What follows belongs to an exercise in optimizing a design on an open flow for a short achievable clock period and few clock cycles; a production flow would make more cautious choices. No functional check of the RTL was part of this run. Power figures rest on the tool's default switching activity, not on a simulated workload.

==> design.v <==
module idecoder(input [15:0] w, input [2:0] xd, input [2:0] wd,
                output movi, output ldr, output str, output halt,
                output ra, output rbu, output wr, output add, output lop_and,
                output lop_notb, output cmp, output outv,
                output [2:0] dest, output [7:0] rn_oh, output [7:0] rb_oh, output [1:0] sh,
                output rn_x, output rb_x, output rn_w, output rb_w);
  wire [2:0] opc = w[15:13];
  wire [1:0] op  = w[12:11];
  wire [2:0] rn  = w[10:8];
  wire [2:0] rd  = w[7:5];
  wire [2:0] rm  = w[2:0];
  wire mv  = (opc == 3'b110) & (op == 2'b00);
  wire alu = (opc == 3'b101);
  wire mem;
  assign movi = (opc == 3'b110) & (op == 2'b10);
  assign ldr  = (opc == 3'b011);
  assign str  = (opc == 3'b100);
  assign mem  = ldr | str;
  assign halt = ~(movi | mv | alu | mem);
  assign ra   = (alu & (op != 2'b11)) | mem;
  assign rbu  = mv | alu | str;
  assign wr   = movi | mv | (alu & (op != 2'b01)) | ldr;
  assign add  = (alu & (op == 2'b00)) | ldr;
  assign lop_and  = alu & (op == 2'b10);
  assign lop_notb = alu & (op == 2'b11);
  assign cmp  = alu & (op == 2'b01);
  assign outv = mv | (alu & (op != 2'b01)) | mem;
  wire [2:0] rb = str ? rd : rm;
  assign dest  = movi ? rn : rd;
  assign rn_oh = 8'b1 << rn;
  assign rb_oh = 8'b1 << rb;
  assign sh    = mem ? 2'b00 : w[4:3];
  assign rn_x  = (rn == xd);
  assign rb_x  = (rb == xd);
  assign rn_w  = (rn == wd);
  assign rb_w  = (rb == wd);
endmodule
module cpu(input clk, input rst_n, input [7:0] start_pc, input [15:0] ram_r_data,
           output waiting, output [15:0] out, output [15:0] ram_w_data, output N, output V, output Z, output [7:0] ram_addr, output ram_w_en);
  localparam K = 4;                
  localparam KB = 2;               
  reg [15:0] rf [0:7];
  reg [7:0]  addr_q, pc_q;
  reg        wen_q;
  reg [15:0] wdata_q;
  reg        fetch_q;              
  reg        arr_q;                
  reg [15:0] bq [0:K-1];
  reg [KB-1:0] rp, wp;
  reg [KB:0] nb;
  reg [15:0] ir;
  reg        ir_v;
  reg        d_movi, d_ldr, d_str, d_halt, d_wr, d_add, d_out, d_cmp, d_and, d_notb;
  reg [2:0]  d_dest;
  reg [7:0]  d_rn_oh, d_rb_oh;
  reg [1:0]  d_sh;
  reg        fa_ex, fb_ex, fa_wb, fb_wb, stall_q;
  reg [15:0] a_q, b_q;
  reg        ex_add, ex_and, ex_notb;    
  reg        ex_wr, ex_out, ex_cmp, ex_ldr;
  reg [2:0]  ex_dest;
  reg [15:0] wb_res;
  reg [7:0]  wb_wr_oh;
  reg        wb_ldr;
  reg [15:0] out_q;
  reg        z_q, n_q, v_q;
  reg        wait_q;
  assign waiting    = wait_q;
  assign out        = out_q;
  assign ram_w_data = wdata_q;
  assign ram_addr   = addr_q;
  assign ram_w_en   = wen_q;
  assign Z = z_q;
  assign N = n_q;
  assign V = v_q;
  wire [8:0]  lo  = {1'b0, a_q[7:0]} + {1'b0, b_q[7:0]};
  wire [7:0]  h0  = a_q[15:8] + b_q[15:8];
  wire [7:0]  h1  = a_q[15:8] - ~b_q[15:8];         
  wire [15:0] sum = {lo[8] ? h1 : h0, lo[7:0]};
  wire [8:0]  dlo = {1'b0, a_q[7:0]} - {1'b0, b_q[7:0]};
  wire [7:0]  dh0 = a_q[15:8] - b_q[15:8];
  wire [7:0]  dh1 = a_q[15:8] + ~b_q[15:8];         
  wire        dn  = dlo[8] ? dh1[7] : dh0[7];
  wire [15:0] ex_lres = ex_and ? (a_q & b_q) : ex_notb ? ~b_q : b_q;
  wire [15:0] ex_res  = ex_add ? sum : ex_lres;
  wire [15:0] wb_val  = wb_ldr ? ram_r_data : wb_res;
  wire consume = ir_v & ~d_halt & ~stall_q;
  wire d_mem   = d_ldr | d_str;
  reg [15:0] rf_a, rf_b;
  integer j;
  always @(*) begin
    rf_a = 16'h0;
    rf_b = 16'h0;
    for (j = 0; j < 8; j = j + 1) begin
      rf_a = rf_a | ({16{d_rn_oh[j]}} & rf[j]);
      rf_b = rf_b | ({16{d_rb_oh[j]}} & rf[j]);
    end
  end
  wire [15:0] va = fa_ex ? ex_lres : fa_wb ? wb_val : rf_a;
  wire [15:0] vb = fb_ex ? ex_lres : fb_wb ? wb_val : rf_b;
  wire [15:0] vb_sh = (d_sh == 2'b00) ? vb :
                      (d_sh == 2'b01) ? {vb[14:0], 1'b0} :
                      (d_sh == 2'b10) ? {1'b0, vb[15:1]} : {vb[15], vb[15:1]};
  wire [15:0] sximm5 = {{11{ir[4]}}, ir[4:0]};
  wire [15:0] sximm8 = {{8{ir[7]}}, ir[7:0]};
  wire [15:0] b_d = d_movi ? sximm8 : d_ldr ? sximm5 : vb_sh;
  wire [7:0]  base = fa_wb ? wb_res[7:0] : rf_a[7:0];
  wire [7:0]  da   = base + sximm5[7:0];
  wire take   = ~ir_v | consume;
  wire from_b = take & (nb != 3'd0);
  wire [15:0] bhead = bq[rp];
  wire cx = consume & d_wr;
  wire cw = ex_wr;
  wire i_movi, i_ldr, i_str, i_halt, i_ra, i_rbu, i_wr, i_add, i_and, i_notb, i_cmp, i_out;
  wire [2:0] i_dest; wire [7:0] i_rn, i_rb; wire [1:0] i_sh;
  wire i_rnx, i_rbx, i_rnw, i_rbw;
  idecoder DI(ir, d_dest, ex_dest, i_movi, i_ldr, i_str, i_halt, i_ra, i_rbu, i_wr, i_add,
              i_and, i_notb, i_cmp, i_out, i_dest, i_rn, i_rb, i_sh, i_rnx, i_rbx, i_rnw, i_rbw);
  wire h_movi, h_ldr, h_str, h_halt, h_ra, h_rbu, h_wr, h_add, h_and, h_notb, h_cmp, h_out;
  wire [2:0] h_dest; wire [7:0] h_rn, h_rb; wire [1:0] h_sh;
  wire h_rnx, h_rbx, h_rnw, h_rbw;
  idecoder DH(bhead, d_dest, ex_dest, h_movi, h_ldr, h_str, h_halt, h_ra, h_rbu, h_wr, h_add,
              h_and, h_notb, h_cmp, h_out, h_dest, h_rn, h_rb, h_sh, h_rnx, h_rbx, h_rnw, h_rbw);
  wire r_movi, r_ldr, r_str, r_halt, r_ra, r_rbu, r_wr, r_add, r_and, r_notb, r_cmp, r_out;
  wire [2:0] r_dest; wire [7:0] r_rn, r_rb; wire [1:0] r_sh;
  wire r_rnx, r_rbx, r_rnw, r_rbw;
  idecoder DR(ram_r_data, d_dest, ex_dest, r_movi, r_ldr, r_str, r_halt, r_ra, r_rbu, r_wr, r_add,
              r_and, r_notb, r_cmp, r_out, r_dest, r_rn, r_rb, r_sh, r_rnx, r_rbx, r_rnw, r_rbw);
  wire i_aw = cw & i_rnw;
  wire i_st = (i_ldr | i_str) & i_aw & ex_ldr;
  wire i_fa_wb = i_aw;
  wire i_fb_wb = cw & i_rbw;
  wire h_ax = cx & h_rnx, h_bx = cx & h_rbx, h_aw = cw & h_rnw, h_bw = cw & h_rbw;
  wire h_st = (d_add & ((h_ra & h_ax) | (h_rbu & h_bx))) |
              ((h_ldr | h_str) & (h_ax | (h_aw & ex_ldr)));
  wire r_ax = cx & r_rnx, r_bx = cx & r_rbx, r_aw = cw & r_rnw, r_bw = cw & r_rbw;
  wire r_st = (d_add & ((r_ra & r_ax) | (r_rbu & r_bx))) |
              ((r_ldr | r_str) & (r_ax | (r_aw & ex_ldr)));
  always @(posedge clk) begin
    if (take) ir <= from_b ? bhead : ram_r_data;
    if (!take) begin
      d_movi <= i_movi; d_ldr <= i_ldr; d_str <= i_str; d_halt <= i_halt;
      d_wr <= i_wr; d_add <= i_add; d_and <= i_and; d_notb <= i_notb;
      d_cmp <= i_cmp; d_out <= i_out; d_dest <= i_dest;
      d_rn_oh <= i_rn; d_rb_oh <= i_rb; d_sh <= i_sh;
      fa_ex <= 1'b0; fb_ex <= 1'b0; fa_wb <= i_fa_wb; fb_wb <= i_fb_wb;
    end else if (from_b) begin
      d_movi <= h_movi; d_ldr <= h_ldr; d_str <= h_str; d_halt <= h_halt;
      d_wr <= h_wr; d_add <= h_add; d_and <= h_and; d_notb <= h_notb;
      d_cmp <= h_cmp; d_out <= h_out; d_dest <= h_dest;
      d_rn_oh <= h_rn; d_rb_oh <= h_rb; d_sh <= h_sh;
      fa_ex <= h_ax; fb_ex <= h_bx; fa_wb <= h_aw & ~h_ax; fb_wb <= h_bw & ~h_bx;
    end else begin
      d_movi <= r_movi; d_ldr <= r_ldr; d_str <= r_str; d_halt <= r_halt;
      d_wr <= r_wr; d_add <= r_add; d_and <= r_and; d_notb <= r_notb;
      d_cmp <= r_cmp; d_out <= r_out; d_dest <= r_dest;
      d_rn_oh <= r_rn; d_rb_oh <= r_rb; d_sh <= r_sh;
      fa_ex <= r_ax; fb_ex <= r_bx; fa_wb <= r_aw & ~r_ax; fb_wb <= r_bw & ~r_bx;
    end
    if (!rst_n) begin
      ir_v    <= 1'b0;
      stall_q <= 1'b0;
    end else begin
      ir_v    <= ~take | (nb != 3'd0) | arr_q;
      stall_q <= ~take ? i_st : from_b ? h_st : r_st;
    end
  end
  wire to_b = arr_q & ~(take & (nb == 3'd0));
  always @(posedge clk) begin
    if (to_b) bq[wp] <= ram_r_data;
    if (!rst_n) begin
      rp <= 0;
      wp <= 0;
      nb <= 0;
    end else begin
      if (from_b) rp <= rp + 1'b1;
      if (to_b)   wp <= wp + 1'b1;
      nb <= nb + {{KB{1'b0}}, to_b} - {{KB{1'b0}}, from_b};
    end
  end
  wire fetch_ok = ({2'b00, nb} + {{KB+1{1'b0}}, ir_v} + {{KB+1{1'b0}}, arr_q} +
                   {{KB+1{1'b0}}, fetch_q}) <= K;
  always @(posedge clk) begin
    if (!rst_n) begin
      addr_q  <= start_pc;
      pc_q    <= start_pc + 8'd1;
      fetch_q <= 1'b1;
      wen_q   <= 1'b0;
      arr_q   <= 1'b0;
    end else begin
      arr_q <= fetch_q;
      if (consume & d_mem) begin
        addr_q  <= da;
        fetch_q <= 1'b0;
        wen_q   <= d_str;
      end else begin
        wen_q   <= 1'b0;
        fetch_q <= fetch_ok;
        if (fetch_ok) begin
          addr_q <= pc_q;
          pc_q   <= pc_q + 8'd1;
        end
      end
    end
    wdata_q <= vb;
  end
  always @(posedge clk) begin
    if (!rst_n) begin
      ex_wr  <= 1'b0;
      ex_out <= 1'b0;
      ex_cmp <= 1'b0;
      ex_ldr <= 1'b0;
    end else begin
      ex_wr  <= consume & d_wr;
      ex_out <= consume & d_out;
      ex_cmp <= consume & d_cmp;
      ex_ldr <= consume & d_ldr;
    end
    a_q     <= va;
    b_q     <= b_d;
    ex_add  <= d_add;
    ex_and  <= d_and;
    ex_notb <= d_notb;
    ex_dest <= d_dest;
  end
  always @(posedge clk) begin
    if (!rst_n) begin
      wb_wr_oh <= 8'h00;
      wb_ldr   <= 1'b0;
    end else begin
      wb_wr_oh <= ex_wr ? (8'b1 << ex_dest) : 8'h00;
      wb_ldr   <= ex_ldr;
    end
    wb_res <= ex_res;
    if (ex_out) out_q <= ex_res;
    if (ex_cmp) begin
      z_q <= (a_q == b_q);
      n_q <= dn;
      v_q <= (a_q[15] != b_q[15]) & (dn != a_q[15]);
    end
  end
  integer k;
  always @(posedge clk) begin
    for (k = 0; k < 8; k = k + 1)
      if (wb_wr_oh[k]) rf[k] <= wb_val;
  end
  always @(posedge clk) begin
    if (!rst_n) wait_q <= 1'b0;
    else if (ir_v & d_halt) wait_q <= 1'b1;
  end
endmodule
==> run.sh <==
#!/bin/bash
# synth_recipe.tcl (not shown) runs the flow's synth.tcl, then flattens the netlist and writes it again
# the make line also repeats each setting of config.mk as NAME=value (left out here)
make -C /OpenROAD-flow-scripts/flow DESIGN_CONFIG=/design/flow/config.mk WORK_HOME=/design/flow/orfs CLKGATE_MAP_FILE= SYNTH_SCRIPT=/design/flow/synth_recipe.tcl finish
==> config.mk <==
export PLATFORM = sky130hd
export DESIGN_NAME = cpu
export DESIGN_NICKNAME = cpu
export VERILOG_FILES = /design/flow/design.v
export SDC_FILE = /design/flow/constraint.sdc
export NUM_CORES = 4
export LEC_CHECK = 0
export ABC_CLOCK_PERIOD_IN_PS = 2000
export CAP_MARGIN = 20
export CORE_MARGIN = 2
export CORE_UTILIZATION = 40
export PLACE_DENSITY = 0.6
export SETUP_SLACK_MARGIN = 3.4
export SLEW_MARGIN = 20
==> constraint.sdc <==
create_clock -name core_clock -period 5.5 [get_ports {clk}]
set_input_delay 1.1000 -clock core_clock [delete_from_list [all_inputs] [get_ports {clk}]]
set_output_delay 1.1000 -clock core_clock [all_outputs]
set_load 0.01 [all_outputs]
==> impl_metrics.py <==
metrics = {
    "yosys": {
        "synth_commonest_cells": "edfxtp_1, dfxtp_1, nand2_1, nor2_1, a22oi_1",
        "synth_edf_count": 243,
        "yosysWarnings": 2,
        "yosys_register_bits": 376,
        "synth-main-ff-cell": "edfxtp_1",
        "synth.largest_area_cell": "edfxtp_1",
        "netlist-cell-type-count": 71,
        "postSynthCellCount": 1598,
        "syn-mean-instance-area_um2": 11.22,
        "netlist_top_cells_area": "edfxtp_1, dfxtp_1, a22oi_1, mux2i_1, ha_1",
        "synth_top_area_share_pct": 40.68,
        "yosys.cell_count.top_type": "edfxtp_1",
        "ys_async_sr_fraction_pct": 0,
        "netlist_area_um2": 17940,
        "synth_fp_nets": 1685,
        "seq_area_frac_synth_pct": 55.52,
    },
    "setup_path": {
        "worst_path_largest_cell_delay_ps": 470,
        "cp_cell_sequence": "ha_4 -> inv_2 -> fa_2 -> o21ba_4 -> o21ai_4 -> a21oi_2 -> a221o_2 -> nand2_2 -> o21ai_4 -> buf_6 -> buf_6 -> fa_2 -> nor2b_2 -> o21ai_1 -> nand2b_1 -> a21o_1 -> a21oi_2 -> xor2_1 -> mux2i_1",
        "crit_slowest_cell": "a221o_2",
        "start_kind": "register",
        "required_ps": 5790,
        "cp_max_fo": 5,
        "crit_type": "register to register",
        "worstPathArrival_ps": 3820,
        "end_kind": "register",
    },
    "grt": {
        "track_usage_pct": 22.96,
        "grt_remaining_overflow": 0,
        "grt_pass1_wl_um": 80980,
        "grt_max_degree": 53,
        "grt_pass1_vias": 13428,
        "grt_antenna_before_repair": 1,
    },
    "placement": {
        "dpl.hpwl_um": 34990,
        "port_buffers": 70,
        "gp_congestion": 0.8935,
    },
    "clocking": {
        "clock_latency_ps": 570,
        "clock_sinks": 376,
        "htreeDepth": 2,
        "numCtsBuffers": 42,
        "cts-root-buf": "clkbuf_16",
        "cts_tree": "yes",
        "clock_path_buffers": 3,
        "path_clk_slew_ps": 60,
    },
    "sta": {
        "rsz0062_at_grt": "yes",
        "maxSlewViolCount": 0,
        "fmax_ghz": 0.2834,
        "finalCriticalPeriod_ps": 3529,
        "skew_ps": 18.39,
        "slew_headroom_pct": 24.36,
        "finalSetupViolations": 0,
        "tightest_slew_ps": 1133,
        "fin_tns_setup_ps": 0,
        "period_share_pct": 64.16,
        "finalHoldViolations": 0,
    },
    "pwr": {
        "p_seq_share_pct": 31.8,
        "clockPowerShare_pct": 17.6,
        "power.leakage_nw": 8.194,
        "p_sw_mw": 6.184,
        "power_density_nw_per_um2": 679.1,
        "p_comb_share_pct": 50.5,
        "p_int_mw": 9.142,
        "swShare_pct": 40.35,
        "finalPower_mw": 15.33,
        "ir_drop_mv": 0.2987,
    },
    "detailed_routing": {
        "vias_per_cell": 5.775,
        "wirelength_um": 54340,
        "dr.first_iter.drc_count": 1433,
        "drtAntennaViolNets": 0,
        "drtPass1Iterations": 8,
        "vias": 13600,
        "remaining_drc_errors": 0,
        "wl_per_cell_um": 23.07,
    },
    "finish": {
        "synthToLayoutAreaGrowth_pct": 25.83,
        "antennaDiodeCount": 0,
        "drive_above_1_share_pct": 28.53,
        "fin_nets": 1817,
    },
    "run_status": {
        "status": "no timing/DRC/antenna violations",
    },
    "flow_run": {
        "timing.max_cap.violations": 0,
    },
    "die": {
        "coreArea_um2": 44220,
        "start_util_pct": 40.56,
        "fp-row-count": 77,
        "die_area_um2": 46550,
        "die_x_um": 215.8,
        "io_pins": 71,
        "die_y_um": 215.8,
    },
    "min_path": {
        "hp-class": "register to register",
    },
}
==> power groups by stage <==
stage                     clock (mW)  combinational (mW)  sequential, mW
after CTS                       2.75                6.86            4.83
final                           2.70                7.75            4.88
after global routing            2.86                8.38            4.95
after global placement             0                5.61            4.87
after detailed placement           0                5.67            4.87
after floorplan                    0                4.46            4.31
==> sequential cells by signal, indices dropped and copies added, names as in the netlist, 3 cells and up, named ones only <==
signal and count:
b_q 16, a_q 16, ex_dest 3, d_rb_oh 8, wb_wr_oh 8, ir 16
addr_q 8, wdata_q 16, bq 64, rf 128, nb 3, d_dest 3
d_rn_oh 8, pc_q 8, out_q 16, wb_res 16
==> cell type report <==
class	instances	area (µm²)
Fill cell	3815	21650
Tap cell	592	740.7
Multi-Input combinational cell	1054	8564
Clock inverter	17	102.6
Clock buffer	60	1231
Inverter	67	267.8
Timing Repair Buffer	189	1599
Sequential cell	376	10060
==> metrics by stage <==
stage	cell area [µm²]	hold slack [ps]	util [%]	worst slack (ps)	cells
after floorplan	18410	309.6	-	1979	1598
after global placement	19360	315.3	43.77	1646	2166
after detailed placement	19360	319.8	43.77	1595	2166
after CTS	21770	333.2	49.23	1968	2317
after global routing	22570	340.0	51.04	1856	2355
final	22570	331.3	51.04	1971	2355
==> logic make-up (layout without fill, tap and decap cells) <==
family	after synthesis	count (layout)	share of synthesized area (%)
xor+xnor	85	85	4.150
flops	376	376	55.52
simple gates	417	418	11.09
buf+inv	170	333	3.704
mux	102	102	6.941
compound gates	387	388	14.08
fa+ha+maj	61	61	4.506
==> repair_timing <==
| action | in CTS | in global routing |
|---|---|---|
| pin swaps | 55 | 54 |
| setup endpoints to repair | 365 | 178 |
| hold buffers | 0 | 0 |
| gates cloned | 4 | 0 |
| gates resized for setup | 413 | 132 |
| buffers inserted | 70 | 38 |
==> layout by cell type, fill, tap and decap left out, types with 10 or more instances in the layout <==
cell and n:
a21oi_1 90, a21oi_2 19, a22oi_1 111, and2_1 14, buf_2 41, buf_4 91, buf_6 31, clkbuf_16 44
dfxtp_1 87, dfxtp_2 27, dfxtp_4 19, edfxtp_1 243, ha_1 43, ha_4 10, inv_1 61, mux2i_1 37
mux2i_2 24, mux2i_4 21, mux4_2 17, nand2_1 111, nand2b_1 13, nand3_1 27, nand4_1 32, nor2_1 112
nor2b_1 12, nor3_1 17, o211ai_1 14, o21ai_0 35, o21ai_1 15, xnor2_1 57, xor2_1 17
==> final timing paths <==
path	slack (ps)	to	startpoint	cells past startpoint
setup / recovery	1970	out_q[14]	b_q[0]	19
hold / removal	330	ex_notb	d_notb	0
setup reg to reg	1970	out_q[14]	b_q[0]	19
hold reg to reg	330	ex_notb	d_notb	0
==> critical path: cells and delay by family, from the launching register on <==
kind | cells | cell delay (ps)
muxes | 1 | 100
adders and majority gates | 3 | 820
and+or+nand+nor | 3 | 370
buffers and inverters | 3 | 250
DFF | 1 | 360
xor gates and xnor gates | 1 | 140
AOI/OAI and AO/OA | 8 | 1220
==> metal layers <==
metal,vias to the layer above,share of wire [%],GRT usage [%]
li1,6192,-,-
met4,2,4.6,11.06
met3,151,8.3,4.778
met1,6641,42,30.80
met5,-,0.022,0
met2,614,46,35.54

-- what the ideal ports hide --
No port has a modelled driver above. Below, the same layout with a new extraction and two added sets of constraints. Step 1 assumes that a clkbuf_16 drives the clock port and a buf_2 every other input. Step 2 times the ports against the registers' clock, not the clock port: input delays grow and output delays shrink by t, the midpoint of the rising clock arrivals with the driver on. Slacks: ideal ports / drivers / drivers and shift; pairs: ideal ports / drivers.
t (ns): 0.613
slack for setup (ns): 1.971 / 1.971 / 1.971
worst setup path at the end: register to register
After both steps this run still meets setup and hold. For this run, drivers alone change the setup slack by 0.000 ns; drivers and shift together by 0.000 ns.
